This design comes from an exercise in tuning for small area on the open sky130 flow, not from production work. Only simulation tests tie the RTL to the original design; equivalence was not proved. Power is estimated from default activity; no workload was simulated.

`flow/config.mk`:
```
export PLATFORM = sky130hd
export DESIGN_NAME = ToneGenerator
export DESIGN_NICKNAME = ToneGenerator
export VERILOG_FILES = /design/flow/design.v
export SDC_FILE = /design/flow/constraint.sdc
export NUM_CORES = 4
export LEC_CHECK = 0
export CAP_MARGIN = 20
export CORE_MARGIN = 2
export CORE_UTILIZATION = 40
export SLEW_MARGIN = 20
```
`flow/constraint.sdc`:
```
create_clock -name core_clock -period 20.0 [get_ports {clk}]
set_input_delay 4.0000 -clock core_clock [delete_from_list [all_inputs] [get_ports {clk}]]
set_output_delay 4.0000 -clock core_clock [all_outputs]
set_load 0.01 [all_outputs]
```
`flow/design.v`:
```
module NoTone(clk, wave);
	input clk;
	output reg wave;
	 always@ (posedge clk)
		begin
			wave <= 1'b0;
		end
endmodule
module A(clk, rst, wave);
	 input clk;
	 input rst;
	 output reg wave;
	 reg [10:0] count;
	 always@ (posedge clk)
	 begin
		if (rst)
		begin
			wave <= 1'b0;
			count <= 0;
		end
		else
		begin
		count <= count + 1'b1;
		if (count == 1135)
		begin
			wave <= !wave;
			count <= 0;
		end
		end
	 end
endmodule
module B(clk, rst, wave);
	 input clk;
	 input rst;
	 output reg wave;
	 reg [10:0] count;
	 always@ (posedge clk)
	 begin
		if (rst)
		begin
			wave <= 1'b0;
			count <= 0;
		end
		else
		begin
		count <= count + 1'b1;
		if (count == 1011)
		begin
			wave <= !wave;
			count <= 0;
		end
		end
	 end
endmodule
module C(clk, rst, wave);
	 input clk;
	 input rst;
	 output reg wave;
	 reg [10:0] count;
	 always@ (posedge clk)
	 begin
		if (rst)
		begin
			wave <= 1'b0;
			count <= 0;
		end
		else
		begin
		count <= count + 1'b1;
		if (count == 1910)
		begin
			wave <= !wave;
			count <= 0;
		end
		end
	 end
endmodule
module D(clk, rst, wave);
	 input clk;
	 input rst;
	 output reg wave;
	 reg [10:0] count;
	 always@ (posedge clk)
	 begin
		if (rst)
		begin
			wave <= 1'b0;
			count <= 0;
		end
		else
		begin
		count <= count + 1'b1;
		if (count == 1702)
		begin
			wave <= !wave;
			count <= 0;
		end
		end
	 end
endmodule
module E(clk, rst, wave);
	 input clk;
	 input rst;
	 output reg wave;
	 reg [10:0] count;
	 always@ (posedge clk)
	 begin
		if (rst)
		begin
			wave <= 1'b0;
			count <= 0;
		end
		else
		begin
		count <= count + 1'b1;
		if (count == 1516)
		begin
			wave <= !wave;
			count <= 0;
		end
		end
	 end
endmodule
module F(clk, rst, wave);
	 input clk;
	 input rst;
	 output reg wave;
	 reg [10:0] count;
	 always@ (posedge clk)
	 begin
		if (rst)
		begin
			wave <= 1'b0;
			count <= 0;
		end
		else
		begin
		count <= count + 1'b1;
		if (count == 1431)
		begin
			wave <= !wave;
			count <= 0;
		end
		end
	 end
endmodule
module G(clk, rst, wave);
    input clk;
	 input rst;
	 output reg wave;
	 reg [10:0] count;
	 always@ (posedge clk)
	 begin
		if (rst)
		begin
			wave <= 1'b0;
			count <= 0;
		end
		else
		begin
		count <= count + 1'b1;
		if (count == 1275)
		begin
			wave <= !wave;
			count <= 0;
		end
		end
	 end
endmodule
module B4F(clk, rst, wave);
	 input clk;
	 input rst;
	 output reg wave;
	 reg [10:0] count;
	 always@ (posedge clk)
	 begin
		if (rst)
		begin
			wave <= 1'b0;
			count <= 0;
		end
		else
		begin
		count <= count + 1'b1;
		if (count == 1072)
		begin
			wave <= !wave;
			count <= 0;
		end
		end
	 end
endmodule
module C5(clk, rst, wave);
    input clk;
	 input rst;
	 output reg wave;
	 reg [10:0] count;
	 always@ (posedge clk)
	 begin
		if (rst)
		begin
			wave <= 1'b0;
			count <= 0;
		end
		else
		begin
		count <= count + 1'b1;
		if (count == 955)
		begin
			wave <= !wave;
			count <= 0;
		end
		end
	 end
endmodule
module C5S(clk, rst, wave);
    input clk;
	 input rst;
	 output reg wave;
	 reg [10:0] count;
	 always@ (posedge clk)
	 begin
		if (rst)
		begin
			wave <= 1'b0;
			count <= 0;
		end
		else
		begin
		count <= count + 1'b1;
		if (count == 901)
		begin
			wave <= !wave;
			count <= 0;
		end
		end
	 end
endmodule
module D5(clk, rst, wave);
    input clk;
	 input rst;
	 output reg wave;
	 reg [10:0] count;
	 always@ (posedge clk)
	 begin
		if (rst)
		begin
			wave <= 1'b0;
			count <= 0;
		end
		else
		begin
		count <= count + 1'b1;
		if (count == 850)
		begin
			wave <= !wave;
			count <= 0;
		end
		end
	 end
endmodule
module G4S(clk, rst, wave);
    input clk;
	 input rst;
	 output reg wave;
	 reg [10:0] count;
	 always@ (posedge clk)
	 begin
		if (rst)
		begin
			wave <= 1'b0;
			count <= 0;
		end
		else
		begin
		count <= count + 1'b1;
		if (count == 1203)
		begin
			wave <= !wave;
			count <= 0;
		end
		end
	 end
endmodule
module FSM(S, tone, clk, rst, out);
	input clk;
	input rst;
	input [3:0] S;
	input [12:0] tone;
	output reg out;
   reg [5:0]   state;
   reg [19:0]  count;
   always @ (posedge clk)
     begin
	if (rst)
	  begin
	     state <= 6'b1;
	     count <= 20'b0;
	     out <= 1'b0;
	  end
	else if (S[3] == 1'b0)
	  begin
	     case (S)
	       1: out <= tone[1];
	       2: out <= tone[2];
	       3: out <= tone[3];
	       4: out <= tone[4];
	       5: out <= tone[5];
	       6: out <= tone[6];
	       7: out <= tone[7];
	       default: out <= tone[0];
	     endcase  
	  end  
	else
	  begin  
	     case (state)
	       1:  
		 if (count < 20'd1000000)
		   begin
		      count <= count + {19'b0, 1'b1};
		      out <= tone[0]; 
		   end
		 else
		   begin
		      count <= 20'b0;
		      state = 2;
		   end
	       2:  
		 if (count < 20'd500000)
		   begin
		      count <= count + {19'b0, 1'b1};
		      out <= tone[11];
		   end
		 else
		   begin
		      count <= 20'b0;
		      state = 3;
		   end
	       3:  
		 if (count < 20'd500000)
		   begin
		      count <= count + {19'b0, 1'b1};
		      out <= tone[10];
		   end
		 else
		   begin
		      count <= 20'b0;
		      state = 4;
		   end
	       4:  
		 if (count < 20'd1000000)
		   begin
		      count <= count + {19'b0, 1'b1};
		      out <= tone[9];
		   end
		 else
		   begin
		      count <= 20'b0;
		      state = 5;
		   end
	       5:  
		 if (count < 20'd500000)
		   begin
		      count <= count + {19'b0, 1'b1};
		      out <= tone[2];
		   end
		 else
		   begin
		      count <= 20'b0;
		      state = 7;
		   end
	       7:  
		 if (count < 20'd500000)
		   begin
		      count <= count + {19'b0, 1'b1};
		      out <= tone[8];
		   end
		 else
		   begin
		      count <= 20'b0;
		      state = 8;
		   end
	       8:  
		 if (count < 20'd1000000)
		   begin
		      count <= count + {19'b0, 1'b1};
		      out <= tone[1];
		   end
		 else
		   begin
		      count <= 20'b0;
		      state = 9;
		   end
	       9:  
		 if (count < 20'd500000)
		   begin
		      count <= count + {19'b0, 1'b1};
		      out <= tone[12];
		   end
		 else
		   begin
		      count <= 20'b0;
		      state = 10;
		   end
	       10:  
		 if (count < 20'd500000)
		   begin
		      count <= count + {19'b0, 1'b1};
		      out <= tone[7];
		   end
		 else
		   begin
		      count <= 20'b0;
		      state = 11;
		   end
	       11:  
		 if (count < 20'd166667)
		   begin
		      count <= count + {19'b0, 1'b1};
		      out <= tone[6];
		   end
		 else
		   begin
		      count <= 20'b0;
		      state = 12;
		   end
	       12:  
		 if (count < 20'd166667)
		   begin
		      count <= count + {19'b0, 1'b1};
		      out <= tone[7];
		   end
		 else
		   begin
		      count <= 20'b0;
		      state = 13;
		   end
	       13:  
		 if (count < 20'd166667)
		   begin
		      count <= count + {19'b0, 1'b1};
		      out <= tone[6];
		   end
		 else
		   begin
		      count <= 20'b0;
		      state = 14;
		   end
	       14:  
		 if (count < 20'd250000)
		   begin
		      count <= count + {19'b0, 1'b1};
		      out <= tone[5];
		   end
		 else
		   begin
		      count <= 20'b0;
		      state = 15;
		   end
	       15:  
		 if (count < 20'd250000)
		   begin
		      count <= count + {19'b0, 1'b1};
		      out <= tone[6];
		   end
		 else
		   begin
		      count <= 20'b0;
		      state = 16;
		   end
	       16:  
		 if (count < 20'd500000)
		   begin
		      count <= count + {19'b0, 1'b1};
		      out <= tone[7];
		   end
		 else
		   begin
		      count <= 20'b0;
		      state = 17;
		   end
	       17:  
		 if (count < 20'd500000)
		   begin
		      count <= count + {19'b0, 1'b1};
		      out <= tone[6];
		   end
		 else
		   begin
		      count <= 20'b0;
		      state = 18;
		   end
	       18:  
		 if (count < 20'd500000)
		   begin
		      count <= count + {19'b0, 1'b1};
		      out <= tone[5];
		   end
		 else
		   begin
		      count <= 20'b0;
		      state = 19;
		   end
	       19:  
		 if (count < 20'd500000)
		   begin
		      count <= count + {19'b0, 1'b1};
		      out <= tone[0];
		   end
		 else
		   begin
		      count <= 20'b0;
		      state = 20;
		   end
	       20:  
		 if (count < 20'd500000)
		   begin
		      count <= count + {19'b0, 1'b1};
		      out <= tone[11];
		   end
		 else
		   begin
		      count <= 20'b0;
		      state = 21;
		   end
	       21:  
		 if (count < 20'd500000)
		   begin
		      count <= count + {19'b0, 1'b1};
		      out <= tone[10];
		   end
		 else
		   begin
		      count <= 20'b0;
		      state = 22;
		   end
	       22:  
		 if (count < 20'd1000000)
		   begin
		      count <= count + {19'b0, 1'b1};
		      out <= tone[9];
		   end
		 else
		   begin
		      count <= 20'b0;
		      state = 23;
		   end
	       23:  
		 if (count < 20'd500000)
		   begin
		      count <= count + {19'b0, 1'b1};
		      out <= tone[2];
		   end
		 else
		   begin
		      count <= 20'b0;
		      state = 24;
		   end
	       24:  
		 if (count < 20'd500000)
		   begin
		      count <= count + {19'b0, 1'b1};
		      out <= tone[8];
		   end
		 else
		   begin
		      count <= 20'b0;
		      state = 25;
		   end
	       25:  
		 if (count < 20'd500000)
		   begin
		      count <= count + {19'b0, 1'b1};
		      out <= tone[1];
		   end
		 else
		   begin
		      count <= 20'b0;
		      state = 26;
		   end
	       26:  
		 if (count < 20'd250000)
		   begin
		      count <= count + {19'b0, 1'b1};
		      out <= tone[0];
		   end
		 else
		   begin
		      count <= 20'b0;
		      state = 27;
		   end
	       27:  
		 if (count < 20'd250000)
		   begin
		      count <= count + {19'b0, 1'b1};
		      out <= tone[1];
		   end
		 else
		   begin
		      count <= 20'b0;
		      state = 28;
		   end
	       28:  
		 if (count < 20'd500000)
		   begin
		      count <= count + {19'b0, 1'b1};
		      out <= tone[7];
		   end
		 else
		   begin
		      count <= 20'b0;
		      state = 29;
		   end
	       29:  
		 if (count < 20'd500000)
		   begin
		      count <= count + {19'b0, 1'b1};
		      out <= tone[6];
		   end
		 else
		   begin
		      count <= 20'b0;
		      state = 30;
		   end
	       30:  
		 if (count < 20'd166667)
		   begin
		      count <= count + {19'b0, 1'b1};
		      out <= tone[5];
		   end
		 else
		   begin
		      count <= 20'b0;
		      state = 31;
		   end
	       31:  
		 if (count < 20'd166667)
		   begin
		      count <= count + {19'b0, 1'b1};
		      out <= tone[6];
		   end
		 else
		   begin
		      count <= 20'b0;
		      state = 32;
		   end
	       32:  
		 if (count < 20'd166667)
		   begin
		      count <= count + {19'b0, 1'b1};
		      out <= tone[5];
		   end
		 else
		   begin
		      count <= 20'b0;
		      state = 33;
		   end
	       33:  
		 if (count < 20'd250000)
		   begin
		      count <= count + {19'b0, 1'b1};
		      out <= tone[4];
		   end
		 else
		   begin
		      count <= 20'b0;
		      state = 34;
		   end
	       34:  
		 if (count < 20'd250000)
		   begin
		      count <= count + {19'b0, 1'b1};
		      out <= tone[5];
		   end
		 else
		   begin
		      count <= 20'b0;
		      state = 35;
		   end
	       35:  
		 if (count < 20'd500000)
		   begin
		      count <= count + {19'b0, 1'b1};
		      out <= tone[6];
		   end
		 else
		   begin
		      count <= 20'b0;
		      state = 36;
		   end
	       36:  
		 if (count < 20'd500000)
		   begin
		      count <= count + {19'b0, 1'b1};
		      out <= tone[5];
		   end
		 else
		   begin
		      count <= 20'b0;
		      state = 37;
		   end
	       37:  
		 if (count < 20'd1000000)
		   begin
		      count <= count + {19'b0, 1'b1};
		      out <= tone[4];
		   end
		 else
		   begin
		      count <= 20'b0;
		      state = 1;
		   end
	       default: out <= tone[0];
	     endcase  
	  end  
     end  
endmodule  
module ToneGenerator (S, clk, rst, out);
   input [3:0] S;
   input       clk;
   input       rst;
   output 	  out;
   wire [12:0] tone;
   NoTone U0(.clk(clk),.wave(tone[0]));
   A	U1(.clk(clk),.rst(rst),.wave(tone[1]));
   B 	U2(.clk(clk),.rst(rst),.wave(tone[2]));
   C 	U3(.clk(clk),.rst(rst),.wave(tone[3]));
   D 	U4(.clk(clk),.rst(rst),.wave(tone[4]));
   E 	U5(.clk(clk),.rst(rst),.wave(tone[5]));
   F 	U6(.clk(clk),.rst(rst),.wave(tone[6]));
   G 	U7(.clk(clk),.rst(rst),.wave(tone[7]));
   B4F 	U8(.clk(clk),.rst(rst),.wave(tone[8]));
   C5		U9(.clk(clk),.rst(rst),.wave(tone[9]));
   C5S	U10(.clk(clk),.rst(rst),.wave(tone[10]));
   D5 	U11(.clk(clk),.rst(rst),.wave(tone[11]));
   G4S 	U12(.clk(clk),.rst(rst),.wave(tone[12]));
	FSM U14 (.S(S),.clk(clk),.rst(rst),.tone(tone),.out(out));
endmodule  
```
`flow/run.sh`:
```
#!/bin/bash
# synth_recipe.tcl (not shown) runs the flow's synth.tcl, then flattens the netlist and writes it again
# the make line also repeats each setting of config.mk as NAME=value (left out here)
make -C /OpenROAD-flow-scripts/flow DESIGN_CONFIG=/design/flow/config.mk WORK_HOME=/design/flow/orfs CLKGATE_MAP_FILE= SYNTH_SCRIPT=/design/flow/synth_recipe.tcl finish
```
==> summary.txt <==
status: finished clean
initial antenna violation count: 0
Worst-Margin Slew: 0.9468 ns
top area cells in the synthesized netlist: dfxtp_1 (41%), nor2_1 (8.3%), xor2_1 (7.5%)
core region area: 20820 um^2
vias per inst: 5.106
DR iter-0 viols: 385
CTS Buf Count: 17
IO Port Bufs: 6
crit end category: flop
max-capacitance violation count: 0
H-tree Lvls: 4
Hold Crit Depth: 1
minimum clock period: 5.547 ns
Clock Path Buffers: 2
Die X: 149.0 um
CTS sink cnt: 171
Yosys top cell area share: 40.71%
startpoint types: input pin
synth warn: 14
WL/cell: 12.58 um
layout cells sized above 1: 6.462%
commonest register cell after synthesis: dfxtp_1
Cells after Synth: 981
Yosys cell types: 80
CP arrival: 5.83 ns
Initial Util: 40.38%
Seq cells post-synth: 171
Clock Skew: 0.01120 ns
worst path cell trace: clkdlybuf4s50_1 -> o211ai_1 -> o21ai_1 -> nor2_1
post-synthesis async set-or-reset flop share: 0%
Post-Synthesis Cell Area: 8408 um^2
CP max stage cell: clkdlybuf4s50_1
reg-to-reg critical path startpoint: U14.state[0]
Hold Buf Count CTS: 0
reg2reg end: U14.state[0]
area grow syn2layout: 9.048%
CTS tree: built
GRT Resource Usage Total: 14.86%
first-pass GRT wire length: 27420 um
maximum VDD drop: 0.04192 mV
sequential element share of the synthesized area: 40.71%
total power: 0.0007136 W
# setup viols final: 0
pwr/cell area: 77.83 nW/um^2
Leak Pwr: 3.232 nW
Hold Path Origin: U7.count[0]
Die ar.: 22200 um^2
simple-gate share of the synthesized area: 27.99%
synthesized-area fraction occupied by adder cells: 2.827%
worst-case reg-to-reg path depth: 6
main combinational cell family by area after synthesis: simple AND/OR/NAND/NOR gates
DRC: 0
final hold viol count: 0
vias in the first global route: 5911
# fillers: 2066
worst skew pair latency: 0.43 ns
min-delay worst type: flop to flop
Post-DP HPWL: 10330 um
RSZ-0062 raised after global routing: no
std cell rows: 53
CP Max Fanout: 11
EDFF count, synth: 0
leading area contributor after synthesis: dfxtp_1
Pre-Repair DR Iteration Count: 5
Worst R2R Setup Slack: 17.03 ns
Layout Nets: 987
clock slew at reported path FFs: 0.07 ns
Achievable Freq: 180.3 MHz
Worst Setup Path Type: input pin to flop
fin. max-slew vios: 0
grt total ovfl: 0
final wirelength: 15720 um
post-synthesis compound-gate area fraction: 10.68%
Vias: 6383
Setup TNS Final: 0 ns
Hold Path End: U7.count[0]
Die Y: 149.0 um
CTS Root Cell: clkbuf_16
routability cong.: 0.7877
n_diodes: 0
Syn Area/Cell: 8.571 um^2
Synth Net Count: 1006
Post-CTS Resized: 0
Post-CTS Setup Bufs: 0
crit share post-route: 27.73%
XOR/XNOR share of the synthesized area: 12.71%
Detail Route Antenna Nets: 0
required time worst endpoint: 20.28 ns
relative slew slack: 36.79%
Crit path largest cell delay: 0.76 ns
largest net degree at the start of global routing: 45
Ports: 7
post-synthesis mux area share: 1.220%
-- worst max-delay path, delay by kind of cell --
family | cells | cell delay, ns
AND/OR/NAND/NOR | 1 | 0.11
buffers and inverters | 1 | 0.76
AO/OA/AOI/OAI | 2 | 0.95
-- power by group --
part / leakage (nW) / internal (W) / switching (W) / total, W
combinational: 1.57 / 0.0000151 / 0.0000211 / 0.0000362
sequential: 1.39 / 0.000348 / 0.00000979 / 0.000357
clock: 0.279 / 0.000166 / 0.000154 / 0.000320
-- cell usage in the layout (no fill, tap or decap), types with 18 or more instances in the layout --
cell | Yosys | routed
nor2_1 | 185 | 185
dfxtp_1 | 171 | 171
nand3_1 | 73 | 73
xor2_1 | 72 | 72
xnor2_1 | 50 | 50
nand2_1 | 47 | 47
and3_1 | 33 | 33
inv_1 | 25 | 25
a21oi_1 | 25 | 25
o21ai_0 | 24 | 24
nor3_1 | 20 | 20
ha_1 | 19 | 19
nand2b_1 | 18 | 18
-- sequential cells by signal (all words and copies together) (netlist names), 6 cells and up --
register and flops:
U14.count 20, U12.count 11, U2.count 11, U4.count 11
U8.count 11, U1.count 11, U5.count 11, U11.count 11
U7.count 11, U3.count 11, U14.state 6, U9.count 11
U10.count 11, U6.count 11
-- stage by stage --
| stage | setup WS, ns | std cells | util (%) | instance area (um^2) | hold slack, ns |
|---|---|---|---|---|---|
| floorplan | 14.78 | 981 | - | 8408 | 0.4132 |
| global placement | 14.07 | 1218 | 41.25 | 8588 | 0.4272 |
| detailed placement | 13.98 | 1218 | 41.25 | 8588 | 0.4310 |
| CTS | 14.45 | 1250 | 44.03 | 9169 | 0.4424 |
| global route | 14.30 | 1250 | 44.03 | 9169 | 0.4570 |
| finish | 14.45 | 1250 | 44.03 | 9169 | 0.4374 |
-- cells in the mapped netlist, drive strengths merged, types with 11 or more instances --
| master | count |
|---|---|
| nor2 | 186 |
| dfxtp | 171 |
| nand3 | 73 |
| xor2 | 72 |
| xnor2 | 50 |
| nand2 | 48 |
| and3 | 33 |
| o21ai | 30 |
| inv | 26 |
| a21oi | 25 |
| buf | 23 |
| clkbuf | 22 |
| nor3 | 21 |
| ha | 19 |
| nand2b | 18 |
| nand4 | 14 |
| or3 | 11 |
-- cells by family after synthesis --
family,count (synthesis)
xor+xnor,122
buf+inv,71
simple gates,471
compound gates,118
mux,9
flops,171
fa+ha+maj,19
-- final cells by class --
class / count / area, um^2 / area share, %
clock buffers: 17 / 425.4 / 4.640
clock inverters: 15 / 155.1 / 1.692
inverters: 26 / 97.59 / 1.064
multi-input cells: 739 / 4661 / 50.83
flip-flops and latches: 171 / 3423 / 37.34
well taps: 275 / 344.1 / 3.753
repair buffers: 7 / 62.56 / 0.6823
-- worst max-delay path by stage --
stage / startpoint / endpoint / cells past startpoint
2_1_floorplan: S[3] / U14.count[17] / 4
3_3_place_gp: S[3] / U14.count[0] / 4
3_5_place_dp: S[3] / U14.count[1] / 4
4_1_cts: S[3] / U14.count[0] / 4
5_1_grt: S[3] / U14.count[8] / 4
6_report: S[3] / U14.count[8] / 4
-- layer usage --
| metal | vias up | share of wire, % | wire, um | GRT usage [%] |
|---|---|---|---|---|
| li1 | 3354 | - | - | - |
| met1 | 2926 | 50 | 7831 | 19.78 |
| met2 | 87 | 45 | 7132 | 23.76 |
| met3 | 16 | 3.5 | 549 | 3.670 |
| met4 | 0 | 1.3 | 206 | 4.714 |
| met5 | - | 0 | 0 | 0 |

[afterwards: timing with drivers on the ports]
The flow's constraints put no driver on any port. The routed layout listed below was extracted and timed again, unchanged, in two steps.
Step 1, drivers: a clkbuf_16 drives clk and a buf_2 each remaining input, both assumed.
Step 2 also shifts input and output timing later by t, the mid clock arrival at the registers, as if the neighbouring blocks saw the same clock.
Slacks: ideal / step 1 / step 2; pairs: ideal / step 1.
t, ns: 0.474
setup WS [ns]: 14.453 / 14.475 / 14.001
worst setup path after step 2: input to register
latest minus earliest clock arrival (ns): 0.013 / 0.012
cell pins on the clock port's net: 1
After both steps setup and hold are still met in this run. For this run, drivers alone change the setup slack by +0.022 ns; drivers and shift together by -0.452 ns.
